Context: an optimization exercise on an open-source flow, tuned for small area, a short achievable clock period and few clock cycles. The choices shown serve that exercise and are no tape-out recipe. RTL that was checked went through simulation tests only; none was proved equivalent to the original. No functional check of the RTL was part of run 6. Power is estimated from default activity; no workload was simulated.

<file path="standard.sh">
#!/bin/bash
# synth_recipe.tcl (not shown) runs the flow's synth.tcl, then flattens the netlist and writes it again
# the make line also repeats each setting of config.mk as NAME=value (left out here)
make -C /OpenROAD-flow-scripts/flow DESIGN_CONFIG=/design/flow/config.mk WORK_HOME=/design/flow/orfs CLKGATE_MAP_FILE= SYNTH_SCRIPT=/design/flow/synth_recipe.tcl "${@:-finish}"
</file>
<file path="flow/run.sh">
#!/bin/bash
set -euo pipefail
bash standard.sh "BUFFER_PORTS_ARGS=-buffer_cell sky130_fd_sc_hd__buf_1" finish > standard_flow.log 2>&1
</file>
<file path="design.v">
module rle (
	clk,
	nreset,
	start,
	message_addr,
	message_size,
	rle_addr,
	rle_size,
	done,
	port_A_data_in,
	port_A_data_out,
	port_A_addr,
	port_A_we
	);
input	clk;
input	nreset;
input	start;
input 	[31:0] message_addr;
input	[31:0] message_size;
input	[31:0] rle_addr;
input   [31:0] port_A_data_out;
output  [31:0] port_A_data_in;
output  [15:0] port_A_addr;
output  port_A_we;
output	[31:0] rle_size;
output	done;
reg        busy, done_r;
reg        we_r;          
reg        wd;            
reg        fin, fin2;     
reg [13:0] R;             
reg [13:0] Wp;            
reg        rdv;           
reg        allin;         
reg        rlast;         
reg [5:0]  wleft;         
reg [31:0] W;
reg [3:1]  rb;            
reg [2:0]  qe;            
reg [1:0]  pos;           
reg [2:0]  sl;            
reg [2:0]  q;             
reg        cons;          
reg        eb;            
reg        sv;            
reg [7:0]  sb;            
reg [2:0]  ssl;           
reg        Wv, last, first, half;
reg [7:0]  val, cnt, runs;
reg [15:0] lo;
wire [1:0] vb = message_size[1:0];      
wire go_start = start & ~busy;
assign port_A_we      = we_r & busy;
assign port_A_addr    = {(we_r ? Wp : R), 2'b00};
assign port_A_data_in = {val, cnt, lo};
assign rle_size       = {23'b0, runs, 1'b0};
assign done           = done_r;
function [2:0] seg;
	input [2:0] n;
	input [2:0] p;
	begin
		case ({n, p})
			{3'd2, 3'd1}, {3'd3, 3'd2}, {3'd4, 3'd3}: seg = 3'd1;
			{3'd3, 3'd1}, {3'd4, 3'd2}:               seg = 3'd2;
			{3'd4, 3'd1}:                             seg = 3'd3;
			default:                                  seg = 3'd4;
		endcase
	end
endfunction
wire       run  = busy & ~fin & ~fin2;
wire       go   = run & Wv & ~sv;
wire       nr   = eb | first;
wire       emit = sv | (go & eb & ~first);
wire [7:0] byt  = W[{pos, 3'b000} +: 8];
wire [2:0] nq   = rb[1] ? 3'd1 : rb[2] ? 3'd2 : rb[3] ? 3'd3 : qe;
wire [3:1] rbn  = rb[1] ? {rb[3:2], 1'b0} : rb[2] ? {rb[3], 2'b00} : 3'b000;
wire       consn = ~|rb;                       
wire       few  = ~((rb[1] & rb[2]) | (rb[1] & rb[3]) | (rb[2] & rb[3]));
wire [3:0] clo  = {1'b0, cnt[2:0]} + {1'b0, sl};
wire [4:0] chi1 = cnt[7:3] + 5'd1;
wire [7:0] cadd = {clo[3] ? chi1 : cnt[7:3], clo[2:0]};
wire [31:0] d = port_A_data_out;
wire [3:0] bl;
assign bl[0] = d[7:0]   != W[31:24];
assign bl[1] = d[15:8]  != d[7:0];
assign bl[2] = d[23:16] != d[15:8];
assign bl[3] = d[31:24] != d[23:16];
wire [3:1] ml;                                            
assign ml[1] = rlast & (vb == 2'd1);
assign ml[2] = rlast & (vb == 2'd1 || vb == 2'd2);
assign ml[3] = rlast & (vb != 2'd0);
wire [3:1] stl = bl[3:1] & ~ml;
wire [2:0] qel = rlast ? {vb == 2'd0, vb} : 3'd4;
wire [2:0] q0  = stl[1] ? 3'd1 : stl[2] ? 3'd2 : stl[3] ? 3'd3 : qel;
wire [3:1] rb0 = stl[1] ? {stl[3:2], 1'b0} : stl[2] ? {stl[3], 2'b00} : 3'b000;
wire land  = busy & rdv;
wire early = land & go & ~cons;       
wire nland = land & ~early;
wire two_l = ~((bl[1] & bl[2]) | (bl[1] & bl[3]) | (bl[2] & bl[3]));
wire free1 = sv    ? (cons | consn) :
             early ? 1'b0 :
             nland ? two_l :
             (go & ~cons) ? few : 1'b1;
wire issue = run & ~we_r & ~allin & free1;
wire first_n = first & ~go;
wire half_n  = half ^ emit;
wire fin_n   = go & cons & last;
wire we_n    = (half_n & ((go & ~cons) | (nland & bl[0] & ~first_n) |
                          (sv & eb) | fin_n)) |
               (fin & ~half);
always @(posedge clk or negedge nreset) begin
	if (!nreset) begin
		busy <= 1'b0;
		done_r <= 1'b0;
		fin <= 1'b0;
		fin2 <= 1'b0;
		rdv <= 1'b0;
		Wv <= 1'b0;
		sv <= 1'b0;
		first <= 1'b1;
		half <= 1'b0;
	end else if (go_start) begin
		busy <= 1'b1;
		done_r <= 1'b0;
		fin <= 1'b0;
		fin2 <= 1'b0;
		rdv <= 1'b0;
		Wv <= 1'b0;
		sv <= 1'b0;
		first <= 1'b1;
		half <= 1'b0;
	end else begin
		rdv <= issue;
		first <= first_n;
		half <= half_n | (fin & ~half);
		fin <= fin_n;
		fin2 <= fin & ~half;
		sv <= early;
		if (land) Wv <= 1'b1;
		else if (go & cons) Wv <= 1'b0;
		if ((fin & half) | fin2) begin
			busy <= 1'b0;
			done_r <= 1'b1;
		end
	end
end
always @(posedge clk) begin
	we_r <= we_n & ~go_start;
	wd <= we_r & ~go_start;
	if (go_start) begin
		R <= message_addr[15:2];
		Wp <= rle_addr[15:2];
		wleft <= message_size[7:2] - {5'd0, (vb == 2'd0)};
		allin <= 1'b0;
		runs <= 8'd0;
	end else begin
		if (issue) R <= R + 14'd1;
		if (wd) Wp <= Wp + 14'd1;
		if (issue) begin
			wleft <= wleft - 6'd1;
			rlast <= (wleft == 6'd0);
			if (wleft == 6'd0) allin <= 1'b1;
		end
		if (emit) begin
			runs <= runs + 8'd1;
			if (!half) lo <= {val, cnt};
		end
		if (sv) begin
			val <= sb;
			cnt <= {5'd0, ssl};
		end
		if (go) begin
			rb <= rbn;
			pos <= q[1:0];
			q <= nq;
			sl <= seg(nq, q);
			cons <= consn;
			eb <= 1'b1;
			if (nr) begin
				val <= byt;
				cnt <= {5'd0, sl};
			end else
				cnt <= cadd;
		end
		if (early) begin
			sb <= W[31:24];
			ssl <= seg(3'd4, q);
		end
		if (land) begin
			W <= d;
			rb <= rb0;
			qe <= qel;
			sl <= q0;
			q <= q0;
			cons <= ~|stl;
			eb <= bl[0];
			last <= rlast;
			pos <= 2'd0;
		end
		if (fin) begin
			runs <= runs + 8'd1;
			if (!half) begin
				lo <= {val, cnt};
				val <= 8'd0;
				cnt <= 8'd0;
			end
		end
	end
end
endmodule
</file>
<file path="constraint.sdc">
create_clock -name core_clock -period 4.0 [get_ports {clk}]
set_input_delay 0.8000 -clock core_clock [delete_from_list [all_inputs] [get_ports {clk}]]
set_output_delay 0.8000 -clock core_clock [all_outputs]
set_load 0.01 [all_outputs]
</file>
<file path="config.mk">
export PLATFORM = sky130hd
export DESIGN_NAME = rle
export DESIGN_NICKNAME = rle
export VERILOG_FILES = /design/flow/design.v
export SDC_FILE = /design/flow/constraint.sdc
export NUM_CORES = 4
export LEC_CHECK = 0
export CAP_MARGIN = 20
export CORE_MARGIN = 2
export CORE_UTILIZATION = 40
export PLACE_DENSITY = 0.6
export SETUP_SLACK_MARGIN = 1.8
export SLEW_MARGIN = 20
export TNS_END_PERCENT = 5
</file>
==> summary.txt, run 1 <==
Maximum vdd drop -> 0.000389 V
Synth Area in Adders -> 2.53%
Initial Util -> 40.7%
Final instance area -> 8910 um2
Initial antenna violation count -> 0
Final hold violation count -> 0
Initial DRC Count -> 279
Critical Path Slowest Stage Cell -> dfrtp_1
Layout cells sized above 1 -> 9.95%
WP buf/inv -> 0
Die Y -> 142 um
Global route overflow -> 0
Area leader, netlist -> edfxtp_1
RSZ-0062 raised after global routing -> yes
Placed instance area -> 8240 um2
Max-cap violations -> 0
Post-synthesis compound-gate area fraction -> 7.58%
Final cell count without fillers -> 1028
Minimum clock period -> 2.21 ns
Hold_ws -> 0.332 ns
Required @ worst endpoint -> 4.11 ns
Ant. Diodes -> 0
WL final -> 16.8 mm
Worst-Margin Slew -> 0.888 ns
I/O pins -> 213
Simple-gate portion of the synthesized area -> 13.5%
Setup total negative slack -> 0 ns
PwrDens -> 863 nW/um2
Area of the core -> 18700 um2
Synth Area in XOR/XNOR -> 7.94%
# placed instances -> 994
All-Layer GR Usage -> 16.7%
Synth Flop Type -> edfxtp_1
Vias in the first global route -> 5170
Final clock skew -> 0.00860 ns
Main combinational cell family by area after synthesis -> simple AND/OR/NAND/NOR gates
Leak Pwr -> 3.18 nW
TritonRoute pass-1 iters -> 5
CP Cell Sequence -> and2b_1, nor4b_1, o211ai_1, nand3_4
Final worst slack -> 1.79 ns
Htree depth -> 4
Yosys reg bits -> 146
Total CTS buffers -> 17
Via Count -> 5302
# DRC -> 0
Warnings, synthesis -> 1
Die Area -> 20200 um2
Post-DRT Antenna Nets -> 0
First-pass GRT wire length -> 26.1 mm
# clock sinks -> 146
Sequential-to-total area share from yosys stat -> 55.6%
Cell family with most CP delay -> simple AND/OR/NAND/NOR gates
Critical path class -> flop to flop
Clock Path Buffers -> 2
Drt wl/cell -> 16.4 um
Mapped cell area -> 7610 um2
Final slew viol count -> 0
Final #Nets -> 926
Area growth from synthesis to layout -> 17.0%
CP arrival -> 2.32 ns
Yosys top cell area share -> 49.7%
Number of flops mapped to enable cells by yosys -> 126
Peak per-stage delay on the critical path -> 0.50 ns
Worst-path maximum fanout -> 10
Die width -> 142 um
Row count -> 50
Reg clk slew, reported paths -> 0.07 ns
Gate count after technology mapping -> 653
Final setup violation count -> 0
Dpl hpwl -> 12.3 mm
Tot Pwr -> 7.69 mW
Area contributors post-synth -> edfxtp_1, xnor2_1, xor2_1
Worst Hold Class -> input port to async pin
Syn Area/Cell -> 11.7 um2
Reg2Reg Depth -> 4
CP Capture Type -> flop
Input/output buffers -> 126
Asr flop ratio synth -> 6.16%
RR Endpoint -> R[13]
Outcome -> finished clean
Final Util -> 47.6%
Clock root cell -> clkbuf_16
Post-CTS Hold Buffers -> 0
Post-synthesis mux area share -> 7.99%
R2r setup slk -> 1.79 ns
Routability cong. -> 0.827
Largest net degree at the start of global routing -> 67
Vias per cell -> 5.16
Setup crit start kind -> flop
Crit share post-route -> 55.3%
Synth cell types -> 60
Slew HR -> 40.8%
CTS tree -> done
Max Clock Freq -> 0.452 GHz
Reg2reg start -> busy
Clock latency on the worst-skew pair -> 0.42 ns
Pre-CTS setup slack -> 1.31 ns
[worst max path at each step]
| stage | cells after the start | end | from |
|---|---|---|---|
| 2_1_floorplan | 4 | flop | start |
| 3_3_place_gp | 7 | R[7] | port_A_data_out[15] |
| 6_report | 4 | R[13] | busy |
| 3_5_place_dp | 7 | R[9] | port_A_data_out[15] |
| 4_1_cts | 6 | R[3] | sv |
| 5_1_grt | 4 | R[13] | busy |
[where the power goes]
part / internal, mW / total [mW] / switching, mW
clock network: 1.00 / 1.68 / 0.679
registers: 2.67 / 3.29 / 0.620
logic: 1.12 / 2.73 / 1.61
[cell usage after synthesis, types with 2 or more instances]
cell type	count
buf_1	2
a221oi_1	2
nor3_1	11
nand2b_1	5
dfxtp_1	11
xnor2_1	35
o21ai_0	40
ha_1	13
a21oi_1	17
inv_1	15
nand4_1	13
mux2_2	14
a22oi_1	2
nor2b_1	6
mux4_2	8
a31o_2	2
and3_1	9
and4_1	2
a211oi_1	8
dfrtp_1	8
nor4_1	2
buf_2	5
or3_1	4
and2_1	8
o21bai_1	5
nand3_1	17
and3b_1	2
edfxtp_1	126
mux2i_1	27
nand3b_1	2
buf_4	26
and2b_1	2
nor2_1	55
clkbuf_1	15
xor2_1	34
a21o_1	2
nand2_1	69
o22ai_1	7
[per-layer routing]
| metal | track usage (%) | wire length, um | up-vias |
|---|---|---|---|
| li1 | - | - | 2573 |
| met1 | 21.4 | 7320 | 2539 |
| met2 | 28.0 | 8350 | 167 |
| met3 | 3.50 | 812 | 23 |
| met4 | 6.42 | 332 | 0 |
| met5 | 0 | 0 | - |
[final cells by class]
cell class | count | area (um2)
Timing Repair Buffer | 134 | 533
Tap cell | 234 | 293
Multi-Input combinational cell | 467 | 3170
Inverter | 15 | 56.3
Clock buffer | 17 | 425
Clock inverter | 15 | 195
Sequential cell | 146 | 4240
Fill cell | 1685 | 9790
[cell families after synthesis]
kind of cell,after synthesis
flip-flops,146
adder cells (fa/ha/maj),15
AO/OA/AOI/OAI,94
buffers and inverters,66
other,1
XOR/XNOR,69
multiplexers,49
AND/OR/NAND/NOR,213
[cell usage in the layout (no fill, tap or decap), types with 7 or more instances in the layout]
master	n
clkbuf_16	17
a211oi_1	8
and3_1	9
dfxtp_1	10
nand2_1	69
dfrtp_1	7
ha_1	13
xnor2_1	35
buf_4	8
conb_1	26
nand4_1	13
mux2i_1	27
buf_1	126
o22ai_1	7
nor3_1	10
a21oi_1	17
mux4_2	8
edfxtp_1	126
mux2_2	14
inv_1	15
nor2_1	54
nand3_1	16
o21ai_0	39
and2_1	8
xor2_1	34
[repair_timing]
action / 4_1_cts / 5_1_grt
pin swaps: 1 / 0
gates resized for setup: 3 / 5
buffers inserted: 1 / 0
setup endpoints to repair: 65 / 42
hold endpoints to repair: 0 / 0
cloned: 0 / 1
Testbench counts, summed over its fixed seeds: cycles 16,803.
==> run 2, diff against run 1 <==
--- a/config.mk
+++ b/config.mk
@@ -9,6 +9,6 @@
 export CORE_MARGIN = 2
 export CORE_UTILIZATION = 40
 export PLACE_DENSITY = 0.6
-export SETUP_SLACK_MARGIN = 1.8
+export SETUP_SLACK_MARGIN = 2.0
 export SLEW_MARGIN = 20
 export TNS_END_PERCENT = 5
==> run 2 against run 1 <==
  * Final cell count rose by 1.8%
  * Utilization rose by 2.0 points
  * Sequential power barely moved
  * Largest power group unchanged
  * Via count rose by 2.5%
  * Sequential cell count did not move
  * Combinational power rose by 15%
  * Power rose by 4.5%
  * Critical path depth fell by 1
  * Fmax rose by 2.6%
  * Area after synthesis did not move
  * Sequential share of layout area fell by 1.8 points
  * Synthesized cell count did not move
==> summary.txt, run 2 <==
RR Endpoint -> runs[7]
PwrDens -> 866 nW/um2 (+0.35%)
Initial Util -> 40.7% (unchanged)
I/O pins -> 213 (unchanged)
Synth Area in XOR/XNOR -> 7.94% (unchanged)
Die Area -> 20200 um2 (unchanged)
Input/output buffers -> 126 (unchanged)
RSZ-0062 raised after global routing -> yes
CP Cell Sequence -> buf_8, mux2_4, buf_6
Maximum vdd drop -> 0.000376 V (-3.3%)
Area of the core -> 18700 um2 (unchanged)
WP buf/inv -> 2 (+2)
Post-synthesis mux area share -> 7.99% (unchanged)
Clock root cell -> clkbuf_16
Final slew viol count -> 0 (unchanged)
Final cell count without fillers -> 1046 (+1.8%)
Post-CTS Hold Buffers -> 0 (unchanged)
Post-DRT Antenna Nets -> 0 (unchanged)
Layout cells sized above 1 -> 17.0% (+7.0 points)
Synth Flop Type -> edfxtp_1
Clock latency on the worst-skew pair -> 0.42 ns (about the same)
Busiest grt layer -> met2
Die width -> 142 um (unchanged)
Critical path class -> flop to output pin
Outcome -> finished clean
Final Util -> 49.6% (+2.0 points)
Largest net degree at the start of global routing -> 67 (unchanged)
Yosys top cell area share -> 49.7% (unchanged)
Critical Path Slowest Stage Cell -> dfxtp_4
Asr flop ratio synth -> 6.16% (unchanged)
Peak per-stage delay on the critical path -> 0.37 ns (-0.13 ns)
Reg clk slew, reported paths -> 0.06 ns (about the same)
Number of flops mapped to enable cells by yosys -> 126 (unchanged)
CP Capture Type -> output pin
Area leader, netlist -> edfxtp_1
Commonest non-fill, non-tap cell in the layout -> edfxtp_1
Tot Pwr -> 8.04 mW (+4.5%)
Synth cell types -> 60 (unchanged)
Main combinational cell family by area after synthesis -> simple AND/OR/NAND/NOR gates
Top cells by count, synth -> edfxtp_1, nand2_1, nor2_1, o21ai_0, xnor2_1
Row count -> 50 (unchanged)
Global route overflow -> 0 (unchanged)
CTS tree -> done
Met2 Resource Use GR -> 29.0% (+1.0 points)
Via Count -> 5434 (+2.5%)
Post-synthesis compound-gate area fraction -> 7.58% (unchanged)
Warnings, synthesis -> 1 (unchanged)
Count leader, synth -> edfxtp_1
Required @ worst endpoint -> 3.20 ns (-0.91 ns)
Final #Nets -> 944 (+1.9%)
Initial antenna violation count -> 0 (unchanged)
WL final -> 17.8 mm (+5.8%)
TritonRoute pass-1 iters -> 5 (unchanged)
Clock Path Buffers -> 2 (unchanged)
CP arrival -> 1.36 ns (-0.96 ns)
R2r setup slk -> 2.00 ns (+0.21 ns)
Synth Area in Adders -> 2.53% (unchanged)
Most frequent cells in the layout -> edfxtp_1, buf_1, nand2_1, nor2_1, o21ai_0
Reg2reg start -> busy
Stages on the worst setup path -> 3 (-1)
# DRC -> 0 (unchanged)
Vias in the first global route -> 5344 (+3.4%)
Simple-gate portion of the synthesized area -> 13.5% (unchanged)
# placed instances -> 992 (-0.20%)
Minimum clock period -> 2.16 ns (-0.0565 ns)
Sequential-to-total area share from yosys stat -> 55.6% (unchanged)
Final clock skew -> 0.0122 ns (+0.00362 ns)
Final hold violation count -> 0 (unchanged)
Area growth from synthesis to layout -> 21.8%
Vias per cell -> 5.20 (+0.73%)
Final setup violation count -> 0 (unchanged)
Max-cap violations -> 0 (unchanged)
Leak Pwr -> 3.46 nW (+8.7%)
Yosys reg bits -> 146 (unchanged)
Slew HR -> 31.1% (-9.7 points)
M1 GR Usage -> 22.2% (+0.82 points)
Worst-path maximum fanout -> 8 (-2)
Worst Hold Class -> input port to async pin
Routability cong. -> 0.858 (+3.7%)
Drt wl/cell -> 17.0 um (+4.0%)
Met3 GRT Util -> 3.97% (+0.47 points)
Area contributors post-synth -> edfxtp_1, xnor2_1, xor2_1
All-Layer GR Usage -> 17.3% (+0.54 points)
Total CTS buffers -> 17 (unchanged)
First-pass GRT wire length -> 27.2 mm (+4.0%)
Reg2Reg Depth -> 6 (+2)
Cell family with most CP delay -> flip-flops
Mapped cell area -> 7610 um2 (unchanged)
Max Clock Freq -> 0.464 GHz (+2.6%)
Initial DRC Count -> 305 (+9.3%)
# clock sinks -> 146 (unchanged)
Ant. Diodes -> 0 (unchanged)
Setup crit start kind -> flop
Crit share post-route -> 53.9% (-1.4 points)
Setup total negative slack -> 0 ns (unchanged)
Htree depth -> 4 (unchanged)
Die Y -> 142 um (unchanged)
Dpl hpwl -> 12.3 mm (-0.15%)
Worst-Margin Slew -> 1.03 ns (+0.146 ns)
Syn Area/Cell -> 11.7 um2 (unchanged)
Gate count after technology mapping -> 653 (unchanged)
-- run 2: cell count changes in the layout (fill, tap and decap cells not counted), sizes merged, moves of 2 or more --
cell | before | now
buf | 134 | 132
bufinv | 3 | 1
clkbuf | 17 | 35
clkinvlp | 3 | 0
inv | 22 | 26
-- run 2: report_power, final --
group | internal [mW] | total, mW | switching, mW
Clock | 0.891 | 1.59 | 0.698
Combinational | 1.42 | 3.13 | 1.71
Sequential | 2.66 | 3.32 | 0.654
-- run 2: through the flow --
stage	instance area [um2]	hold WS, ns	setup slack [ns]
floorplan	7740	0.438	1.90
global placement	8250	0.476	1.42
detailed placement	8250	0.481	1.41
CTS	8890	0.337	1.78
global route	9280	0.368	1.80
finish	9280	0.335	1.84
-- run 2: how the worst max path moves through the flow --
stage,to,slack (ns),from
CTS,R[13],1.78,busy
finish,port_A_addr[11],1.84,we_r
detailed placement,q[1],1.41,port_A_data_out[23]
global placement,sl[1],1.42,port_A_data_out[15]
global route,port_A_addr[11],1.80,we_r
floorplan,R[0],1.90,port_A_data_out[19]
-- run 2: cell type report --
cell class / count / area (um2)
multi-input cells: 469 / 3300
flip-flops and latches: 146 / 4240
fillers: 1680 / 9430
clock inverters: 15 / 161
clock buffers: 17 / 425
inverters: 15 / 56.3
well taps: 234 / 293
repair buffers: 150 / 802
-- run 2: routing by layer --
| layer | vias to the layer above | wire, um |
|---|---|---|
| met1 | 2633 | 7960 |
| met4 | 0 | 285 |
| li1 | 2615 | - |
| met2 | 166 | 8780 |
| met3 | 20 | 769 |
| met5 | - | 0 |
-- run 2: timing repair --
item,in CTS,in global routing
buffers inserted,3,16
endpoints found under the setup margin,107,111
pin swaps,1,7
gates cloned,1,2
resized for setup,3,89
-- run 2: kinds of logic after synthesis --
| family | after synthesis |
|---|---|
| flip-flops | 146 |
| other | 1 |
| multiplexers | 49 |
| adder cells (fa/ha/maj) | 15 |
| AND/OR/NAND/NOR | 213 |
| XOR/XNOR | 69 |
| buffers and inverters | 66 |
| AO/OA/AOI/OAI | 94 |
==> run 3, diff against run 2 <==
--- a/config.mk
+++ b/config.mk
@@ -8,7 +8,7 @@
 export CAP_MARGIN = 20
 export CORE_MARGIN = 2
 export CORE_UTILIZATION = 40
+export CTS_BUF_LIST = sky130_fd_sc_hd__clkbuf_8
 export PLACE_DENSITY = 0.6
-export SETUP_SLACK_MARGIN = 2.0
+export SETUP_SLACK_MARGIN = 1.8
 export SLEW_MARGIN = 20
-export TNS_END_PERCENT = 5
==> run 3 against run 2 <==
  * Still clean on timing, DRC and antenna
  * Design area shrank 5.4%
  * Routed wire length fell by 3.4%
  * Worst setup slack worse by 0.074 ns
  * Combinational power fell by 8.9%
  * First-iteration DRC count decreased by 18%
  * Critical endpoint is now port_A_addr[15]
==> summary.txt, run 3 <==
Dpl hpwl -> 12.1 mm (-1.2%)
Worst-path maximum fanout -> 4 (-4)
Ant. Diodes -> 0 (unchanged)
Clock Path Buffers -> 2 (unchanged)
Required @ worst endpoint -> 3.20 ns (about the same)
DR top layer -> met4
Max-cap violations -> 0 (unchanged)
Via Count -> 5341 (-1.7%)
Hold_ws -> 0.282 ns (-0.0527 ns)
Slew HR -> 55.4% (+24 points)
Wire length on met2 -> 8.48 mm (-3.4%)
CP arrival -> 1.43 ns (+0.07 ns)
Tot Pwr -> 7.27 mW (-9.5%)
CTS tree -> done
Final clock skew -> 0.0150 ns (+0.00278 ns)
Maximum vdd drop -> 0.000285 V (-24%)
Outcome -> finished clean
PwrDens -> 829 nW/um2 (-4.3%)
Die Y -> 142 um (unchanged)
Syn Area/Cell -> 11.7 um2 (unchanged)
I/O pins -> 213 (unchanged)
Die width -> 142 um (unchanged)
Peak per-stage delay on the critical path -> 0.36 ns (about the same)
Row count -> 50 (unchanged)
Top cells by count, synth -> edfxtp_1, nand2_1, nor2_1, o21ai_0, xnor2_1
Most frequent cells in the layout -> edfxtp_1, buf_1, nand2_1, nor2_1, o21ai_0
RSZ-0062 raised after global routing -> yes
M1 WL -> 7.78 mm (-2.2%)
Worst-Margin Slew -> 0.669 ns (-0.365 ns)
Sequential-to-total area share from yosys stat -> 55.6% (unchanged)
Initial DRC Count -> 249 (-18%)
Reg2Reg Depth -> 6 (unchanged)
Largest net degree at the start of global routing -> 67 (unchanged)
Minimum clock period -> 2.23 ns (+0.0738 ns)
Sequential Power Share -> 45.2% (+3.9 points)
Number of flops mapped to enable cells by yosys -> 126 (unchanged)
Initial Util -> 40.7% (unchanged)
Final hold violation count -> 0 (unchanged)
Area leader, netlist -> edfxtp_1
Mapped cell area -> 7610 um2 (unchanged)
Area of the core -> 18700 um2 (unchanged)
All-Layer GR Usage -> 17.5% (+0.22 points)
Count leader, synth -> edfxtp_1
Switching power total -> 2.90 mW (-5.1%)
Drt wl/cell -> 16.6 um (-2.4%)
CP Cell Sequence -> buf_4, mux2_2, clkbuf_2
Internal power -> 4.37 mW (-12%)
First-pass GRT wire length -> 27.3 mm (+0.48%)
Setup total negative slack -> 0 ns (unchanged)
Area growth from synthesis to layout -> 15.2%
Post-DRT Antenna Nets -> 0 (unchanged)
# DRC -> 0 (unchanged)
Critical path class -> flop to output pin
Clock group share of total power -> 15.6% (-4.2 points)
RR Endpoint -> wleft[5]
Max Clock Freq -> 0.448 GHz (-3.3%)
# clock sinks -> 146 (unchanged)
Layout cells sized above 1 -> 11.9% (-5.1 points)
Portion of total power attributed to combinational logic -> 39.3% (+0.4 points)
Die Area -> 20200 um2 (unchanged)
Crit share post-route -> 55.7% (+1.8 points)
Routability cong. -> 0.819 (-4.6%)
Critical Path Slowest Stage Cell -> dfxtp_4
Global route overflow -> 0 (unchanged)
Final slew viol count -> 0 (unchanged)
Total CTS buffers -> 17 (unchanged)
Asr flop ratio synth -> 6.16% (unchanged)
Vias in the first global route -> 5247 (-1.8%)
Final #Nets -> 933 (-1.2%)
Reg clk slew, reported paths -> 0.08 ns (+0.02 ns)
Vias per cell -> 5.16 (-0.67%)
Synth cell types -> 60 (unchanged)
Setup crit start kind -> flop
Reg2reg start -> sv
CP Capture Type -> output pin
Clock latency on the worst-skew pair -> 0.46 ns (+0.04 ns)
R2r setup slk -> 1.95 ns (-0.05 ns)
Clock root cell -> clkbuf_8
Final setup violation count -> 0 (unchanged)
Yosys top cell area share -> 49.7% (unchanged)
Input/output buffers -> 126 (unchanged)
Area contributors post-synth -> edfxtp_1, xnor2_1, xor2_1
WP buf/inv -> 2 (unchanged)
Gate count after technology mapping -> 653 (unchanged)
Htree depth -> 4 (unchanged)
Leak Pwr -> 3.14 nW (-9.2%)
Cell family with most CP delay -> flip-flops
Met3 WL post-DR -> 678 um (-12%)
TritonRoute pass-1 iters -> 4 (-1)
Switching Fraction -> 39.9% (+1.9 points)
WL final -> 17.2 mm (-3.4%)
Worst Hold Class -> input port to async pin
Warnings, synthesis -> 1 (unchanged)
Commonest non-fill, non-tap cell in the layout -> edfxtp_1
Synth Flop Type -> edfxtp_1
Initial antenna violation count -> 0 (unchanged)
Yosys reg bits -> 146 (unchanged)
run 3: worst max-delay path by stage:
stage,from,to,slack [ns],depth (start not counted)
after floorplan,port_A_data_out[31],R[0],1.85,6
after global placement,port_A_data_out[21],R[9],1.38,7
after detailed placement,port_A_data_out[15],R[9],1.34,7
after CTS,we_r,port_A_addr[15],1.74,3
after global routing,we_r,port_A_addr[3],1.71,3
final,we_r,port_A_addr[15],1.77,3
run 3: area by class of cell:
cell class / instances / area, um2
multi-input cells: 468 / 3210
inverters: 15 / 56.3
fillers: 1731 / 9930
well taps: 234 / 293
repair buffers: 140 / 598
clock buffers: 17 / 234
clock inverters: 15 / 143
flip-flops and latches: 146 / 4240
run 3: timing repair:
action	in CTS	in global routing
hold buffers	0	0
setup buffers	7	1
endpoints found under the hold margin	0	0
pin swaps	1	1
endpoints found under the setup margin	59	40
cloned	2	0
resized for setup	9	13
run 3: per-layer routing:
layer / vias up / global-route usage [%]
li1: 2604 / -
met1: 2586 / 22.6
met2: 130 / 29.5
met3: 21 / 3.87
met4: 0 / 5.47
met5: - / 0
run 3: kinds of logic (layout without fill, tap and decap cells):
group	count (synthesis)	count (layout)	share of synthesized area (%)
AND/OR/NAND/NOR	213	214	13.5
flip-flops	146	146	55.6
buffers and inverters	66	187	4.88
XOR/XNOR	69	69	7.94
other	1	26	0.0493
AO/OA/AOI/OAI	94	95	7.58
multiplexers	49	49	7.99
adder cells (fa/ha/maj)	15	15	2.53
run 3: power by group through the flow:
| stage | sequential, mW | combinational [mW] | clock [mW] |
|---|---|---|---|
| detailed placement | 3.32 | 2.67 | 0 |
| floorplan | 3.14 | 2.00 | 0 |
| finish | 3.28 | 2.85 | 1.13 |
| CTS | 3.28 | 2.84 | 1.15 |
| global placement | 3.28 | 2.59 | 0 |
| global route | 3.39 | 3.17 | 1.22 |
run 3: per-stage QoR:
stage                     area, um2  util, %  std cells  setup WS [ns]
final                          8770     46.9       1035           1.77
after global routing           8770     46.9       1035           1.71
after CTS                      8730     46.7       1034           1.74
after detailed placement       8250     44.1        993           1.34
after global placement         8250     44.1        993           1.38
after floorplan                7730        -        678           1.85
==> run 4, diff against run 3 <==
--- a/config.mk
+++ b/config.mk
@@ -8,7 +8,6 @@
 export CAP_MARGIN = 20
 export CORE_MARGIN = 2
 export CORE_UTILIZATION = 40
-export CTS_BUF_LIST = sky130_fd_sc_hd__clkbuf_8
 export PLACE_DENSITY = 0.6
 export SETUP_SLACK_MARGIN = 1.8
 export SLEW_MARGIN = 20
==> run 4 against run 3 <==
  * Sequential power hardly changed
  * Power is 5.4% higher
  * Clock-buffer cell count stayed put
  * Final cell count is 0.19% lower
  * Global-route usage is 0.20 points higher
  * Hold slack better by 0.056 ns
  * Sequential cell count stayed put
  * Die area stayed put
  * Synthesized cell count stayed put
  * Register-to-register slack hardly changed
  * Largest power group unchanged
  * Highest routed layer unchanged
==> summary.txt, run 4 <==
Dpl hpwl -> 12.1 mm (unchanged)
Hold_ws -> 0.338 ns (+0.0560 ns)
Area growth from synthesis to layout -> 17.7%
CTS tree -> done
CP Cell Sequence -> buf_12, mux2_2, clkbuf_2
Die width -> 142 um (unchanged)
Yosys reg bits -> 146 (unchanged)
# clock sinks -> 146 (unchanged)
Final instance area -> 8960 um2 (+2.2%)
Syn Area/Cell -> 11.7 um2 (unchanged)
Maximum vdd drop -> 0.000307 V (+7.6%)
Crit share post-route -> 54.7% (-1.1 points)
Max-cap violations -> 0 (unchanged)
Synth cell types -> 60 (unchanged)
Via Count -> 5329 (-0.22%)
CP arrival -> 1.39 ns (-0.04 ns)
Wire length on met2 -> 8.56 mm (+0.99%)
M1 WL -> 7.81 mm (+0.45%)
Peak per-stage delay on the critical path -> 0.37 ns (about the same)
Asr flop ratio synth -> 6.16% (unchanged)
Max Clock Freq -> 0.457 GHz (+1.9%)
Switching Fraction -> 38.3% (-1.6 points)
Yosys top cell area share -> 49.7% (unchanged)
Critical path class -> flop to output pin
Internal power -> 4.73 mW (+8.2%)
Final hold violation count -> 0 (unchanged)
Initial Util -> 40.7% (unchanged)
Routability cong. -> 0.819 (unchanged)
Area leader, netlist -> edfxtp_1
All-Layer GR Usage -> 17.7% (+0.20 points)
Final #Nets -> 931 (-0.21%)
Htree depth -> 4 (unchanged)
Filler cells -> 1727 (-0.23%)
Largest net degree at the start of global routing -> 67 (unchanged)
Outcome -> finished clean
# placed instances -> 993 (unchanged)
Reg clk slew, reported paths -> 0.06 ns (-0.02 ns)
RSZ-0062 raised after global routing -> yes
Post-DRT Antenna Nets -> 0 (unchanged)
Layout cells sized above 1 -> 12.3% (+0.41 points)
Slew HR -> 55.4% (about the same)
Input/output buffers -> 126 (unchanged)
Sequential Power Share -> 42.9% (-2.3 points)
WL final -> 17.2 mm (+0.20%)
Number of flops mapped to enable cells by yosys -> 126 (unchanged)
First-pass GRT wire length -> 27.6 mm (+1.1%)
Vias in the first global route -> 5278 (+0.59%)
Met3 WL post-DR -> 683 um (+0.74%)
Clock group share of total power -> 20.1% (+4.5 points)
Die Y -> 142 um (unchanged)
Worst-path maximum fanout -> 9 (+5)
Initial DRC Count -> 342 (+37%)
Final cell count without fillers -> 1033 (-0.19%)
PwrDens -> 855 nW/um2 (+3.1%)
Switching power total -> 2.93 mW (+1.2%)
Synth Flop Type -> edfxtp_1
CP Capture Type -> output pin
Area of the core -> 18700 um2 (unchanged)
Multi-input gate area -> 3210 um2 (+0.12%)
Leak Pwr -> 3.23 nW (+2.8%)
Setup crit start kind -> flop
Most frequent cells in the layout -> edfxtp_1, buf_1, nand2_1, nor2_1, o21ai_0
DR top layer -> met4
TritonRoute pass-1 iters -> 4 (unchanged)
Ant. Diodes -> 0 (unchanged)
Sequential-to-total area share from yosys stat -> 55.6% (unchanged)
I/O pins -> 213 (unchanged)
Setup total negative slack -> 0 ns (unchanged)
Drt wl/cell -> 16.7 um (+0.40%)
Worst Hold Class -> input port to async pin
Area contributors post-synth -> edfxtp_1, xnor2_1, xor2_1
Register area -> 4240 um2 (about the same)
Top cells by count, synth -> edfxtp_1, nand2_1, nor2_1, o21ai_0, xnor2_1
Row count -> 50 (unchanged)
Final clock skew -> 0.0109 ns (-0.00414 ns)
Placed instance area -> 8250 um2 (unchanged)
Reg2Reg Depth -> 6 (unchanged)
Mapped cell area -> 7610 um2 (unchanged)
Count leader, synth -> edfxtp_1
# DRC -> 0 (unchanged)
Critical Path Slowest Stage Cell -> dfxtp_4
Minimum clock period -> 2.19 ns (-0.0421 ns)
Vias per cell -> 5.16 (about the same)
Die Area -> 20200 um2 (unchanged)
Initial antenna violation count -> 0 (unchanged)
Global route overflow -> 0 (unchanged)
Total CTS buffers -> 17 (unchanged)
Clock latency on the worst-skew pair -> 0.42 ns (-0.04 ns)
Final setup violation count -> 0 (unchanged)
Portion of total power attributed to combinational logic -> 37.0% (-2.3 points)
Worst-Margin Slew -> 0.669 ns (-0.000188 ns)
Required @ worst endpoint -> 3.20 ns (about the same)
Clock Path Buffers -> 2 (unchanged)
Gate count after technology mapping -> 653 (unchanged)
Final slew viol count -> 0 (unchanged)
Warnings, synthesis -> 1 (unchanged)
Clock root cell -> clkbuf_16
Commonest non-fill, non-tap cell in the layout -> edfxtp_1
[run 4: path summary, 6_finish.rpt]
check	start	end	slack (ns)
max	we_r	port_A_addr[3]	1.81
min	nreset	fin2	0.34
max reg2reg	fin	R[13]	1.95
min reg2reg	runs[6]	runs[6]	0.50
max in group asynchronous	nreset	sv	3.28
min in group core_clock	runs[6]	runs[6]	0.50
[run 4: per-stage QoR]
stage	utilization, %	worst slack [ns]	total power, mW
2_1_floorplan	-	1.85	5.13
3_3_place_gp	44.1	1.38	5.87
3_5_place_dp	44.1	1.34	5.98
4_1_cts	47.6	1.80	7.67
5_1_grt	47.9	1.77	8.20
6_report	47.9	1.81	7.66
[run 4: logic make-up after synthesis]
family	synth area share (%)
adders and majority gates	2.53
and+or+nand+nor	13.5
buffers and inverters	4.88
DFF	55.6
AOI/OAI and AO/OA	7.58
other	0.0493
muxes	7.99
xor gates and xnor gates	7.94
[run 4: power by group through the flow]
stage	logic, mW	registers, mW	clock network [mW]
3_5_place_dp	2.67	3.32	0
3_3_place_gp	2.59	3.28	0
2_1_floorplan	2.00	3.14	0
6_report	2.84	3.29	1.54
4_1_cts	2.81	3.29	1.57
5_1_grt	3.16	3.40	1.64
[run 4: cell type report]
type / instances / area share [%]
Clock buffer: 17 / 4.75
Clock inverter: 15 / 1.59
Inverter: 15 / 0.628
Multi-Input combinational cell: 468 / 35.8
Sequential cell: 146 / 47.3
Tap cell: 234 / 3.27
Timing Repair Buffer: 138 / 6.67
[run 4: repair_timing]
action	CTS	global route
buffers inserted	4	2
gates resized for setup	6	19
setup endpoints to repair	64	48
pin swaps	1	1
gates cloned	2	0
hold buffers	0	0
[run 4: worst max-delay path, delay by kind of cell (launching register included)]
| family | cells | cell delay [ns] |
|---|---|---|
| muxes | 1 | 0.35 |
| DFF | 1 | 0.37 |
| buffers and inverters | 2 | 0.26 |
[run 4: per-layer routing]
| metal | GRT usage (%) | up-vias |
|---|---|---|
| met2 | 29.4 | 131 |
| met5 | 0 | - |
| met1 | 23.1 | 2588 |
| li1 | - | 2596 |
| met4 | 5.32 | 0 |
| met3 | 4.17 | 14 |
==> run 5, diff against run 4 <==
--- a/config.mk
+++ b/config.mk
@@ -5,9 +5,9 @@
 export SDC_FILE = /design/flow/constraint.sdc
 export NUM_CORES = 4
 export LEC_CHECK = 0
-export CAP_MARGIN = 20
+export CAP_MARGIN = 0
 export CORE_MARGIN = 2
 export CORE_UTILIZATION = 40
 export PLACE_DENSITY = 0.6
 export SETUP_SLACK_MARGIN = 1.8
-export SLEW_MARGIN = 20
+export SLEW_MARGIN = 0
==> run 5 against run 4 <==
  * Still clean on timing, DRC and antenna
  * Fmax stayed put
  * Clock-buffer cell count stayed put
  * Clock power hardly changed
  * Die area stayed put
  * Via count stayed put
  * First-iteration DRC count stayed put
  * Critical path type unchanged
  * Largest cell class unchanged
==> summary.txt, run 5 <==
WL final -> 17.2 mm (unchanged)
# placed instances -> 993 (unchanged)
Asr flop ratio synth -> 6.16% (unchanged)
Peak per-stage delay on the critical path -> 0.37 ns (about the same)
Final cell count without fillers -> 1033 (unchanged)
Max Clock Freq -> 0.457 GHz (unchanged)
Post-DRT Antenna Nets -> 0 (unchanged)
Clock latency on the worst-skew pair -> 0.42 ns (about the same)
Final slew viol count -> 0 (unchanged)
CP Cell Sequence -> buf_12, mux2_2, clkbuf_2
Global route overflow -> 0 (unchanged)
Drt wl/cell -> 16.7 um (unchanged)
Synth cell types -> 60 (unchanged)
CP arrival -> 1.39 ns (about the same)
Area of the core -> 18700 um2 (unchanged)
Dpl hpwl -> 12.1 mm (unchanged)
Tot Pwr -> 7.66 mW (unchanged)
Die Y -> 142 um (unchanged)
Count leader, synth -> edfxtp_1
Hold_ws -> 0.338 ns (unchanged)
CTS tree -> done
Final hold violation count -> 0 (unchanged)
Most frequent cells in the layout -> edfxtp_1, buf_1, nand2_1, nor2_1, o21ai_0
Worst Hold Class -> input port to async pin
Max-cap violations -> 0 (unchanged)
Yosys top cell area share -> 49.7% (unchanged)
Critical path class -> flop to output pin
Vias in the first global route -> 5278 (unchanged)
Crit share post-route -> 54.7% (unchanged)
Final worst slack -> 1.81 ns (unchanged)
Critical Path Start -> we_r
Area leader, netlist -> edfxtp_1
Pre-CTS setup slack -> 1.34 ns (unchanged)
Mapped cell area -> 7610 um2 (unchanged)
Post-CTS Hold Buffers -> 0 (unchanged)
Via Count -> 5329 (unchanged)
Syn Area/Cell -> 11.7 um2 (unchanged)
Required @ worst endpoint -> 3.20 ns (about the same)
Commonest non-fill, non-tap cell in the layout -> edfxtp_1
Worst-path maximum fanout -> 9 (unchanged)
Clock Path Buffers -> 2 (unchanged)
First-pass GRT wire length -> 27.6 mm (unchanged)
Maximum vdd drop -> 0.000307 V (unchanged)
Final setup violation count -> 0 (unchanged)
Top cells by count, synth -> edfxtp_1, nand2_1, nor2_1, o21ai_0, xnor2_1
# DRC -> 0 (unchanged)
Ant. Diodes -> 0 (unchanged)
PwrDens -> 855 nW/um2 (unchanged)
Gate count after technology mapping -> 653 (unchanged)
TritonRoute pass-1 iters -> 4 (unchanged)
Initial antenna violation count -> 0 (unchanged)
Number of flops mapped to enable cells by yosys -> 126 (unchanged)
Die width -> 142 um (unchanged)
Sequential-to-total area share from yosys stat -> 55.6% (unchanged)
CP Capture Type -> output pin
Slew HR -> 55.4% (unchanged)
Routability cong. -> 0.819 (unchanged)
Clock root cell -> clkbuf_16
I/O pins -> 213 (unchanged)
Row count -> 50 (unchanged)
Vias per cell -> 5.16 (unchanged)
Warnings, synthesis -> 1 (unchanged)
Die Area -> 20200 um2 (unchanged)
Yosys reg bits -> 146 (unchanged)
Reg clk slew, reported paths -> 0.06 ns (about the same)
Reg2reg start -> fin
# clock sinks -> 146 (unchanged)
Input/output buffers -> 126 (unchanged)
Htree depth -> 4 (unchanged)
Setup crit start kind -> flop
Synth Flop Type -> edfxtp_1
Final #Nets -> 931 (unchanged)
Largest net degree at the start of global routing -> 67 (unchanged)
Reg2Reg Depth -> 6 (unchanged)
Outcome -> finished clean
Initial Util -> 40.7% (unchanged)
Total CTS buffers -> 17 (unchanged)
All-Layer GR Usage -> 17.7% (unchanged)
Leak Pwr -> 3.23 nW (unchanged)
Area growth from synthesis to layout -> 17.7% (unchanged)
Initial DRC Count -> 342 (unchanged)
RSZ-0062 raised after global routing -> yes
Layout cells sized above 1 -> 12.3% (unchanged)
Worst-Margin Slew -> 0.669 ns (unchanged)
Critical Path Slowest Stage Cell -> dfxtp_4
Setup total negative slack -> 0 ns (unchanged)
Area contributors post-synth -> edfxtp_1, xnor2_1, xor2_1
Minimum clock period -> 2.19 ns (unchanged)
Final clock skew -> 0.0109 ns (unchanged)
-- run 5: layer usage --
metal | wire length (um) | global-route usage (%) | part of all wire [%]
met5 | 0 | 0 | 0
met1 | 7810 | 23.1 | 45
met4 | 154 | 5.32 | 0.89
met3 | 683 | 4.17 | 4.0
met2 | 8560 | 29.4 | 50
-- run 5: per-stage QoR --
step	util (%)	cell area, um2
6_report	47.9	8960
5_1_grt	47.9	8960
4_1_cts	47.6	8900
3_5_place_dp	44.1	8250
3_3_place_gp	44.1	8250
2_1_floorplan	-	7730
-- run 5: worst max-delay path, delay by kind of cell (launching register included) --
kind / cells / cell delay, ns
muxes: 1 / 0.35
buffers and inverters: 2 / 0.26
DFF: 1 / 0.37
-- run 5: repair_timing --
action / CTS / global route
pin swaps: 1 / 1
setup endpoints to repair: 64 / 48
hold endpoints to repair: 0 / 0
cloned: 2 / 0
setup buffers: 4 / 2
resized for setup: 6 / 19
-- run 5: area by class of cell --
class / count / area (um2)
clock buffer: 17 / 425
clock inverter: 15 / 143
fill: 1727 / 9740
inverter: 15 / 56.3
multi-input combinational: 468 / 3210
sequential: 146 / 4240
tap: 234 / 293
timing repair buffer: 138 / 598
-- run 5: path summary, 6_finish.rpt --
kind / end / slack (ns)
worst min-delay path: fin2 / 0.34
worst max register to register: R[13] / 1.95
max in group asynchronous: sv / 3.28
worst min register to register: runs[6] / 0.50
worst max-delay path: port_A_addr[3] / 1.81
min in group core_clock: runs[6] / 0.50
-- run 5: power breakdown --
part / leakage, nW / switching [mW] / internal (mW)
clock network: 0.278 / 0.667 / 0.871
registers: 1.41 / 0.622 / 2.67
logic: 1.54 / 1.64 / 1.19
-- run 5: logic make-up after synthesis --
kind of cell             count (synthesis)  synth area share (%)
AO/OA/AOI/OAI                           94                  7.58
buffers and inverters                   66                  4.88
multiplexers                            49                  7.99
flip-flops                             146                  55.6
adder cells (fa/ha/maj)                 15                  2.53
AND/OR/NAND/NOR                        213                  13.5
XOR/XNOR                                69                  7.94
other                                    1                0.0493
==> run 6, diff against run 5 <==
--- a/design.v
+++ b/design.v
@@ -112,16 +112,16 @@
 	if (!nreset) begin
 		busy <= 1'b0;
 		done_r <= 1'b0;
-		fin <= 1'b0;
-		fin2 <= 1'b0;
-		rdv <= 1'b0;
-		Wv <= 1'b0;
-		sv <= 1'b0;
-		first <= 1'b1;
-		half <= 1'b0;
 	end else if (go_start) begin
 		busy <= 1'b1;
 		done_r <= 1'b0;
+	end else if (busy & ((fin & half) | fin2)) begin
+		busy <= 1'b0;
+		done_r <= 1'b1;
+	end
+end
+always @(posedge clk) begin
+	if (go_start) begin
 		fin <= 1'b0;
 		fin2 <= 1'b0;
 		rdv <= 1'b0;
@@ -138,10 +138,6 @@
 		sv <= early;
 		if (land) Wv <= 1'b1;
 		else if (go & cons) Wv <= 1'b0;
-		if ((fin & half) | fin2) begin
-			busy <= 1'b0;
-			done_r <= 1'b1;
-		end
 	end
 end
 always @(posedge clk) begin
--- a/config.mk
+++ b/config.mk
@@ -5,9 +5,9 @@
 export SDC_FILE = /design/flow/constraint.sdc
 export NUM_CORES = 4
 export LEC_CHECK = 0
-export CAP_MARGIN = 0
+export CAP_MARGIN = 20
 export CORE_MARGIN = 2
 export CORE_UTILIZATION = 40
 export PLACE_DENSITY = 0.6
 export SETUP_SLACK_MARGIN = 1.8
-export SLEW_MARGIN = 0
+export SLEW_MARGIN = 20
==> run 6 against run 5 <==
  * Highest routed layer unchanged
  * Still clean
  * Register-to-register slack hardly changed
  * Non-clock buffer count rose by 3
  * Sequential cell count stayed put
==> summary.txt, run 6 <==
Die Area -> 20400 um2 (+1.3%)
# DRC -> 0 (unchanged)
Vias in the first global route -> 5103 (-3.3%)
I/O pins -> 213 (unchanged)
Sequential-to-total area share from yosys stat -> 54.4% (-1.2 points)
Htree depth -> 4 (unchanged)
Total CTS buffers -> 17 (unchanged)
Largest net degree at the start of global routing -> 55 (-18%)
Final clock skew -> 0.0129 ns (+0.00204 ns)
Top cells by count, synth -> edfxtp_1, nor2_1, nand2_1, o21ai_0, xnor2_1
DR top layer -> met4
Clock root cell -> clkbuf_16
Minimum clock period -> 2.19 ns (-0.00166 ns)
TritonRoute pass-1 iters -> 4 (unchanged)
Worst-path maximum fanout -> 9 (unchanged)
Row count -> 50 (unchanged)
CTS tree -> done
First-pass GRT wire length -> 27.0 mm (-2.3%)
Global route overflow -> 0 (unchanged)
Max Clock Freq -> 0.457 GHz (about the same)
Routability cong. -> 0.815 (-0.46%)
Met3 WL post-DR -> 613 um (-10%)
Clock Path Buffers -> 2 (unchanged)
Area of the core -> 18800 um2 (+0.67%)
Crit share post-route -> 54.7% (about the same)
Setup total negative slack -> 0 ns (unchanged)
Required @ worst endpoint -> 3.20 ns (about the same)
Synth cell types -> 62 (+3.3%)
Post-DRT Antenna Nets -> 0 (unchanged)
Die Y -> 143 um (+0.64%)
All-Layer GR Usage -> 17.0% (-0.65 points)
Critical Path Slowest Stage Cell -> dfxtp_4
Reg2reg start -> rb[2]
CP arrival -> 1.39 ns (about the same)
Area contributors post-synth -> edfxtp_1, dfxtp_1, xnor2_1
Initial antenna violation count -> 0 (unchanged)
Ant. Diodes -> 0 (unchanged)
Number of flops mapped to enable cells by yosys -> 126 (unchanged)
Hold_ws -> 0.166 ns (-0.173 ns)
Syn Area/Cell -> 11.5 um2 (-1.2%)
Final #Nets -> 950 (+2.0%)
Leak Pwr -> 3.23 nW (about the same)
Slew HR -> 50.3% (-5.1 points)
WP buf/inv -> 2 (unchanged)
Area growth from synthesis to layout -> 18.5%
Area leader, netlist -> edfxtp_1
Max-cap violations -> 0 (unchanged)
Reg2Reg Depth -> 6 (unchanged)
Setup crit start kind -> flop
Warnings, synthesis -> 1 (unchanged)
Worst Hold Class -> input port to async pin
Drt wl/cell -> 15.8 um (-5.2%)
Initial DRC Count -> 346 (+1.2%)
Worst-Margin Slew -> 0.745 ns (+0.0759 ns)
Final slew viol count -> 0 (unchanged)
Input/output buffers -> 126 (unchanged)
Vias per cell -> 4.98 (-3.5%)
Die width -> 143 um (+0.64%)
Via Count -> 5368 (+0.73%)
Yosys top cell area share -> 49.0% (-0.65 points)
Clock latency on the worst-skew pair -> 0.42 ns (about the same)
Peak per-stage delay on the critical path -> 0.36 ns (about the same)
# clock sinks -> 146 (unchanged)
Critical path class -> flop to output pin
PwrDens -> 849 nW/um2 (-0.69%)
Count leader, synth -> edfxtp_1
WL final -> 17.0 mm (-1.1%)
Synth Flop Type -> edfxtp_1
R2r setup slk -> 1.94 ns (about the same)
RR Endpoint -> R[8]
Final setup violation count -> 0 (unchanged)
Cell family with most CP delay -> flip-flops
M1 WL -> 8.19 mm (+4.8%)
Yosys reg bits -> 146 (unchanged)
Asr flop ratio synth -> 1.37% (-4.8 points)
Wire length on met2 -> 8.09 mm (-5.5%)
CP Capture Type -> output pin
RSZ-0062 raised after global routing -> yes
Dpl hpwl -> 12.3 mm (+1.1%)
Gate count after technology mapping -> 670 (+2.6%)
Mapped cell area -> 7710 um2 (+1.3%)
Final hold violation count -> 0 (unchanged)
Outcome -> finished clean
Most frequent cells in the layout -> edfxtp_1, buf_1, nor2_1, nand2_1
Maximum vdd drop -> 0.000376 V (+22%)
Initial Util -> 41.0% (+0.27 points)
CP Cell Sequence -> buf_12, mux2_2, buf_1
Layout cells sized above 1 -> 11.6% (-0.65 points)
Reg clk slew, reported paths -> 0.07 ns (about the same)
run 6: cell count changes in the layout (fill, tap and decap cells not counted), sizes merged, moves of 6 or more:
cell / change
clkbuf: -12
buf: +15
dfrtp: -6
a21oi: +6
inv: +8
dfxtp: +7
nand2: -8
nand3: -7
nor2: +10
run 6: layer usage:
metal | global-route usage (%) | vias up
li1 | - | 2657
met1 | 24.1 | 2586
met2 | 26.7 | 117
met3 | 3.62 | 8
met4 | 4.59 | 0
met5 | 0 | -
run 6: repair_timing:
action / in CTS / in global routing
pin swaps: 4 / 1
gates cloned: 1 / 0
gates resized for setup: 11 / 5
buffers inserted: 5 / 4
hold buffers: 0 / 0
endpoints found under the setup margin: 63 / 33
run 6: metrics by stage:
step                instances  utilization (%)  setup WS, ns  area [um2]  total power [mW]
floorplan                 695                -          1.65        7840              5.13
global placement         1036             44.5         0.979        8370              5.93
detailed placement       1036             44.5         0.944        8370              5.99
CTS                      1074             48.2          1.74        9080              7.79
global route             1078             48.6          1.77        9140              8.31
finish                   1078             48.6          1.81        9140              7.76
run 6: cell families (layout without fill, tap and decap cells):
logic type,Yosys count,in the layout,synth area share [%]
buffers and inverters,71,193,5.14
multiplexers,47,47,7.59
XOR/XNOR,71,71,8.06
AND/OR/NAND/NOR,213,213,13.7
other,1,26,0.0486
AO/OA/AOI/OAI,107,108,8.69
flip-flops,146,146,54.4
adder cells (fa/ha/maj),14,14,2.37
run 6: worst max path at each step:
stage | start | end | slack, ns | cells past startpoint
6_report | we_r | port_A_addr[4] | 1.81 | 3
5_1_grt | we_r | port_A_addr[9] | 1.77 | 3
4_1_cts | we_r | port_A_addr[4] | 1.74 | 2
3_5_place_dp | port_A_data_out[21] | wleft[4] | 0.94 | 6
3_3_place_gp | port_A_data_out[21] | wleft[2] | 0.98 | 6
2_1_floorplan | port_A_data_out[21] | R[0] | 1.65 | 5
run 6: worst register-to-register path, delay by kind of cell (launching register included):
kind	cells	cell delay, ns
buf+inv	1	0.17
simple gates	2	0.27
flops	1	0.46
compound gates	3	0.93
run 6: layout make-up:
| cell class | instances | area, um2 |
|---|---|---|
| fill | 1730 | 9690 |
| inverter | 20 | 78.8 |
| sequential | 146 | 4200 |
| multi-input combinational | 479 | 3320 |
| tap | 260 | 325 |
| clock inverter | 15 | 163 |
| timing repair buffer | 141 | 627 |
| clock buffer | 17 | 425 |
run 6: where the power goes:
| group | internal, mW | total (mW) | switching (mW) |
|---|---|---|---|
| Clock | 0.893 | 1.60 | 0.712 |
| Combinational | 1.26 | 2.93 | 1.68 |
| Sequential | 2.62 | 3.22 | 0.599 |
==> run 7, diff against run 6 <==
--- a/design.v
+++ b/design.v
@@ -112,16 +112,16 @@
 	if (!nreset) begin
 		busy <= 1'b0;
 		done_r <= 1'b0;
+		fin <= 1'b0;
+		fin2 <= 1'b0;
+		rdv <= 1'b0;
+		Wv <= 1'b0;
+		sv <= 1'b0;
+		first <= 1'b1;
+		half <= 1'b0;
 	end else if (go_start) begin
 		busy <= 1'b1;
 		done_r <= 1'b0;
-	end else if (busy & ((fin & half) | fin2)) begin
-		busy <= 1'b0;
-		done_r <= 1'b1;
-	end
-end
-always @(posedge clk) begin
-	if (go_start) begin
 		fin <= 1'b0;
 		fin2 <= 1'b0;
 		rdv <= 1'b0;
@@ -138,6 +138,10 @@
 		sv <= early;
 		if (land) Wv <= 1'b1;
 		else if (go & cons) Wv <= 1'b0;
+		if ((fin & half) | fin2) begin
+			busy <= 1'b0;
+			done_r <= 1'b1;
+		end
 	end
 end
 always @(posedge clk) begin
--- a/config.mk
+++ b/config.mk
@@ -7,7 +7,8 @@
 export LEC_CHECK = 0
 export CAP_MARGIN = 20
 export CORE_MARGIN = 2
-export CORE_UTILIZATION = 40
-export PLACE_DENSITY = 0.6
+export CORE_UTILIZATION = 50
+export CTS_BUF_LIST = sky130_fd_sc_hd__clkbuf_8
+export PLACE_DENSITY = 0.7
 export SETUP_SLACK_MARGIN = 1.8
 export SLEW_MARGIN = 20
==> run 7 against run 6 <==
  * Still clean
  * Non-clock buffer count down 2
  * Register-to-register slack got worse by 0.07 ns
  * Sequential cell count unchanged
  * Combinational power rose by 3%
  * Largest cell class unchanged
==> summary.txt, run 7 <==
All-Layer GR Usage -> 20.9% (+3.8 points)
Final slew viol count -> 0 (unchanged)
Synth Flop Type -> edfxtp_1
Clock root cell -> clkbuf_8
WL final -> 16.8 mm (-1.4%)
Global route overflow -> 0 (unchanged)
Critical Path Start -> we_r
Initial antenna violation count -> 0 (unchanged)
CP Cell Sequence -> buf_8, mux2_4, buf_6
Maximum vdd drop -> 0.000314 V (-17%)
Input/output buffers -> 126 (unchanged)
Area growth from synthesis to layout -> 16.8%
Clock Path Buffers -> 2 (unchanged)
Yosys reg bits -> 146 (unchanged)
Dpl hpwl -> 11.7 mm (-4.6%)
Layout cells sized above 1 -> 12.6% (+1.0 points)
Asr flop ratio synth -> 6.16% (+4.8 points)
Tot Pwr -> 7.55 mW (-2.7%)
PwrDens -> 849 nW/um2 (about the same)
Reg clk slew, reported paths -> 0.08 ns (about the same)
Gate count after technology mapping -> 653 (-2.5%)
Number of flops mapped to enable cells by yosys -> 126 (unchanged)
Area contributors post-synth -> edfxtp_1, xnor2_1, xor2_1
Mapped cell area -> 7610 um2 (-1.3%)
TritonRoute pass-1 iters -> 5 (+1)
Max-cap violations -> 0 (unchanged)
Final #Nets -> 932 (-1.9%)
Area leader, netlist -> edfxtp_1
CP Capture Type -> output pin
Via Count -> 5421 (+0.99%)
Synth cell types -> 60 (-3.2%)
Setup crit start kind -> flop
Htree depth -> 4 (unchanged)
Post-CTS Hold Buffers -> 0 (unchanged)
Final setup violation count -> 0 (unchanged)
Final Util -> 59.1% (+11 points)
Minimum clock period -> 2.21 ns (+0.0188 ns)
Count leader, synth -> edfxtp_1
Required @ worst endpoint -> 3.20 ns (about the same)
Outcome -> finished clean
Largest net degree at the start of global routing -> 67 (+22%)
Initial Util -> 50.6% (+9.7 points)
First-pass GRT wire length -> 26.5 mm (-1.8%)
Drt wl/cell -> 17.0 um (+7.6%)
Sequential-to-total area share from yosys stat -> 55.6% (+1.2 points)
# placed instances -> 946 (-8.7%)
Final instance area -> 8890 um2 (-2.8%)
Warnings, synthesis -> 1 (unchanged)
Critical path class -> flop to output pin
Slew HR -> 29.3% (-21 points)
Crit share post-route -> 55.1% (+0.47 points)
Post-DRT Antenna Nets -> 0 (unchanged)
# DRC -> 0 (unchanged)
Ant. Diodes -> 0 (unchanged)
Leak Pwr -> 3.25 nW (+0.50%)
Worst-path maximum fanout -> 8 (-1)
Total CTS buffers -> 17 (unchanged)
Commonest non-fill, non-tap cell in the layout -> edfxtp_1
Peak per-stage delay on the critical path -> 0.38 ns (+0.02 ns)
Die Y -> 127 um (-11%)
Vias per cell -> 5.49 (+10%)
Die width -> 127 um (-11%)
Die Area -> 16200 um2 (-20%)
RSZ-0062 raised after global routing -> yes
CTS tree -> done
Hold_ws -> 0.271 ns (+0.106 ns)
Placed instance area -> 8180 um2 (-2.3%)
Final clock skew -> 0.0135 ns (+0.000624 ns)
Routability cong. -> 0.841 (+3.2%)
Worst-Margin Slew -> 1.06 ns (+0.316 ns)
CP arrival -> 1.41 ns (+0.02 ns)
Critical Path Slowest Stage Cell -> dfxtp_4
Area of the core -> 15000 um2 (-20%)
Top cells by count, synth -> edfxtp_1, nand2_1, nor2_1, o21ai_0, xnor2_1
Most frequent cells in the layout -> edfxtp_1, buf_1, nand2_1, nor2_1, o21ai_0
Worst Hold Class -> input port to async pin
Final worst slack -> 1.79 ns (-0.0188 ns)
Pre-CTS setup slack -> 1.33 ns (+0.383 ns)
I/O pins -> 213 (unchanged)
Setup total negative slack -> 0 ns (unchanged)
Final hold violation count -> 0 (unchanged)
Row count -> 45 (-10%)
Initial DRC Count -> 323 (-6.6%)
Yosys top cell area share -> 49.7% (+0.65 points)
Syn Area/Cell -> 11.7 um2 (+1.3%)
Reg2reg start -> fin
Max Clock Freq -> 0.454 GHz (-0.85%)
Clock latency on the worst-skew pair -> 0.46 ns (+0.04 ns)
# clock sinks -> 146 (unchanged)
Final cell count without fillers -> 988 (-8.3%)
Vias in the first global route -> 5280 (+3.5%)
-- run 7: where the power goes --
group,internal [mW],leakage (nW),switching (mW)
clock,0.572,0.202,0.621
sequential,2.66,1.42,0.676
combinational,1.38,1.63,1.64
total,4.61,3.25,2.94
-- run 7: critical path, delay by kind of cell (launching register included) --
family	cells	cell delay (ns)
multiplexers	1	0.31
flip-flops	1	0.38
buffers and inverters	2	0.26
-- run 7: final timing paths --
path / endpoint / slack (ns) / cells past startpoint
max: port_A_addr[9] / 1.79 / 3
min: fin2 / 0.27 / 1
max reg2reg: wleft[0] / 1.87 / 6
min reg2reg: sb[4] / 0.51 / 0
max in group asynchronous: sv / 3.36 / 1
min in group core_clock: sb[4] / 0.51 / 0
-- run 7: cells by family after synthesis --
kind of cell / count (synthesis) / share of synthesized area, %
buffers and inverters: 66 / 4.88
adder cells (fa/ha/maj): 15 / 2.53
other: 1 / 0.0493
XOR/XNOR: 69 / 7.94
multiplexers: 49 / 7.99
AO/OA/AOI/OAI: 94 / 7.58
flip-flops: 146 / 55.6
AND/OR/NAND/NOR: 213 / 13.5
-- run 7: final cells by class --
cell class / instances / area [um2]
clock buffers: 17 / 234
multi-input cells: 468 / 3250
inverters: 15 / 60.1
flip-flops and latches: 146 / 4240
fillers: 1254 / 6140
well taps: 188 / 235
clock inverters: 15 / 170
repair buffers: 139 / 703
-- run 7: timing repair --
action	CTS	global route
gates cloned	1	1
resized for setup	50	5
hold endpoints to repair	0	0
buffers inserted	8	0
endpoints found under the setup margin	72	59
pin swaps	1	0
-- run 7: metal layers --
metal / wire, um / vias up / part of all wire [%] / global-route usage, %
li1: - / 2593 / - / -
met1: 7340 / 2613 / 44 / 27.0
met2: 8290 / 180 / 49 / 34.0
met3: 756 / 35 / 4.5 / 4.73
met4: 390 / 0 / 2.3 / 8.60
met5: 0 / - / 0 / 0
Testbench counts of run 7, summed over its fixed seeds: cycles 16,803.
==> run 8, diff against run 7 <==
--- a/config.mk
+++ b/config.mk
@@ -7,8 +7,8 @@
 export LEC_CHECK = 0
 export CAP_MARGIN = 20
 export CORE_MARGIN = 2
-export CORE_UTILIZATION = 50
+export CORE_UTILIZATION = 40
 export CTS_BUF_LIST = sky130_fd_sc_hd__clkbuf_8
-export PLACE_DENSITY = 0.7
-export SETUP_SLACK_MARGIN = 1.8
+export PLACE_DENSITY = 0.6
+export SETUP_SLACK_MARGIN = 2.0
 export SLEW_MARGIN = 20
==> run 8 against run 7 <==
  * Worst setup slack got worse by 0.045 ns
  * Via count grew 0.52%
  * Routed wire length is 7.2% higher
  * Register-to-register slack improved by 0.21 ns
  * Clock skew up 0.00091 ns
  * Die area rose by 24%
  * Final cell count increased by 7.0%
  * Design area up 2.8%
  * Clock-buffer cell count is the same
  * Sequential power fell by 2%
  * Hold slack better by 0.0074 ns
==> summary.txt, run 8 <==
Asr flop ratio synth -> 6.16% (unchanged)
Peak per-stage delay on the critical path -> 0.38 ns (about the same)
Initial Util -> 40.7% (-9.9 points)
Largest net degree at the start of global routing -> 67 (unchanged)
Final #Nets -> 955 (+2.5%)
Clock latency on the worst-skew pair -> 0.46 ns (about the same)
# DRC -> 0 (unchanged)
Post-DRT Antenna Nets -> 0 (unchanged)
Die width -> 142 um (+11%)
CP arrival -> 1.45 ns (+0.04 ns)
Worst Hold Class -> input port to async pin
Global route overflow -> 0 (unchanged)
Setup crit start kind -> flop
Critical path class -> flop to output pin
Setup total negative slack -> 0 ns (unchanged)
Sequential-to-total area share from yosys stat -> 55.6% (unchanged)
Die Y -> 142 um (+11%)
Minimum clock period -> 2.25 ns (+0.0449 ns)
Initial antenna violation count -> 0 (unchanged)
Input/output buffers -> 126 (unchanged)
Max-cap violations -> 0 (unchanged)
Reg2reg start -> fin2
RSZ-0062 raised after global routing -> yes
Final instance area -> 9140 um2 (+2.8%)
Final Util -> 48.9% (-10 points)
Outcome -> finished clean
Worst-Margin Slew -> 0.654 ns (-0.407 ns)
Mapped cell area -> 7610 um2 (unchanged)
Count leader, synth -> edfxtp_1
I/O pins -> 213 (unchanged)
All-Layer GR Usage -> 17.8% (-3.0 points)
Critical Path Start -> we_r
Leak Pwr -> 3.36 nW (+3.5%)
Dpl hpwl -> 12.5 mm (+6.7%)
Ant. Diodes -> 0 (unchanged)
Synth cell types -> 60 (unchanged)
Yosys reg bits -> 146 (unchanged)
Drt wl/cell -> 17.0 um (+0.18%)
Syn Area/Cell -> 11.7 um2 (unchanged)
Area leader, netlist -> edfxtp_1
# clock sinks -> 146 (unchanged)
First-pass GRT wire length -> 27.7 mm (+4.7%)
Total CTS buffers -> 17 (unchanged)
Area growth from synthesis to layout -> 20.0%
Commonest non-fill, non-tap cell in the layout -> edfxtp_1
WP buf/inv -> 2 (unchanged)
Cell family with most CP delay -> flip-flops
Crit share post-route -> 56.2% (+1.1 points)
TritonRoute pass-1 iters -> 5 (unchanged)
[run 8: cell counts after synthesis]
No cell type changed its count.
[run 8: repair_timing]
| item | CTS | global route |
|---|---|---|
| pin swaps | 4 | 13 |
| gates cloned | 5 | 0 |
| hold endpoints to repair | 0 | 0 |
| buffers inserted | 12 | 15 |
| setup endpoints to repair | 111 | 54 |
| resized for setup | 27 | 38 |
[run 8: kinds of logic (layout without fill, tap and decap cells)]
| logic type | count (synthesis) | in the layout | synth area share [%] |
|---|---|---|---|
| AOI/OAI and AO/OA | 94 | 95 | 7.58 |
| muxes | 49 | 49 | 7.99 |
| buffers and inverters | 66 | 207 | 4.88 |
| adders and majority gates | 15 | 15 | 2.53 |
| other | 1 | 26 | 0.0493 |
| and+or+nand+nor | 213 | 216 | 13.5 |
| DFF | 146 | 146 | 55.6 |
| xor gates and xnor gates | 69 | 69 | 7.94 |
[run 8: area by class of cell]
class / instances / area (um2) / share of cell area (%)
Clock buffer: 17 / 234 / 2.56
Clock inverter: 15 / 184 / 2.01
Inverter: 15 / 60.1 / 0.657
Multi-Input combinational cell: 470 / 3340 / 36.6
Sequential cell: 146 / 4240 / 46.4
Tap cell: 234 / 293 / 3.20
Timing Repair Buffer: 159 / 782 / 8.56
Timing Repair inverter: 1 / 5.00 / 0.0548
[run 8: worst register-to-register path, cell delays in order, from the launching register on]
cell and delay, ns:
dfrtp_1 0.40, and2b_2 0.32, nor4b_2 0.28, o21a_1 0.21, o21ai_4 0.07, buf_4 0.14
buf_4 0.13, nand2_1 0.10
[run 8: per-layer routing]
layer | up-vias | wire length, um | track usage (%)
met5 | - | 0 | 0
met3 | 27 | 841 | 4.24
met2 | 158 | 8950 | 30.1
met4 | 0 | 310 | 5.68
met1 | 2621 | 7890 | 22.8
li1 | 2643 | - | -
[run 8: final timing paths]
| kind | to | cells after the start |
|---|---|---|
| hold reg to reg | runs[6] | 2 |
| max in group asynchronous | sv | 1 |
| setup reg to reg | rlast | 7 |
| setup / recovery | port_A_addr[15] | 3 |
| hold / removal | fin2 | 1 |
| min in group core_clock | runs[6] | 2 |
[run 8: power by group]
group | total [mW] | internal (mW) | switching (mW) | leakage (nW)
logic | 3.20 | 1.37 | 1.82 | 1.74
clock network | 1.20 | 0.535 | 0.670 | 0.209
registers | 3.25 | 2.66 | 0.585 | 1.41
[run 8: stage by stage]
step | hold slack, ns | total power [mW] | setup WS [ns] | std cells
final | 0.279 | 7.65 | 1.75 | 1057
after global routing | 0.292 | 8.14 | 1.70 | 1057
after CTS | 0.273 | 7.51 | 1.73 | 1042
after detailed placement | 0.491 | 6.01 | 1.38 | 993
after global placement | 0.474 | 5.87 | 1.41 | 993
after floorplan | 0.438 | 5.15 | 1.90 | 678

Re-timed with assumed drivers on the ports (clkbuf_16 on the clock, buf_2 on other inputs), run 8 has 1.710 ns of setup slack against 1.750 ns with ideal ports, and 1.515 ns once port delays also move by the mid clock arrival of 0.490 ns.
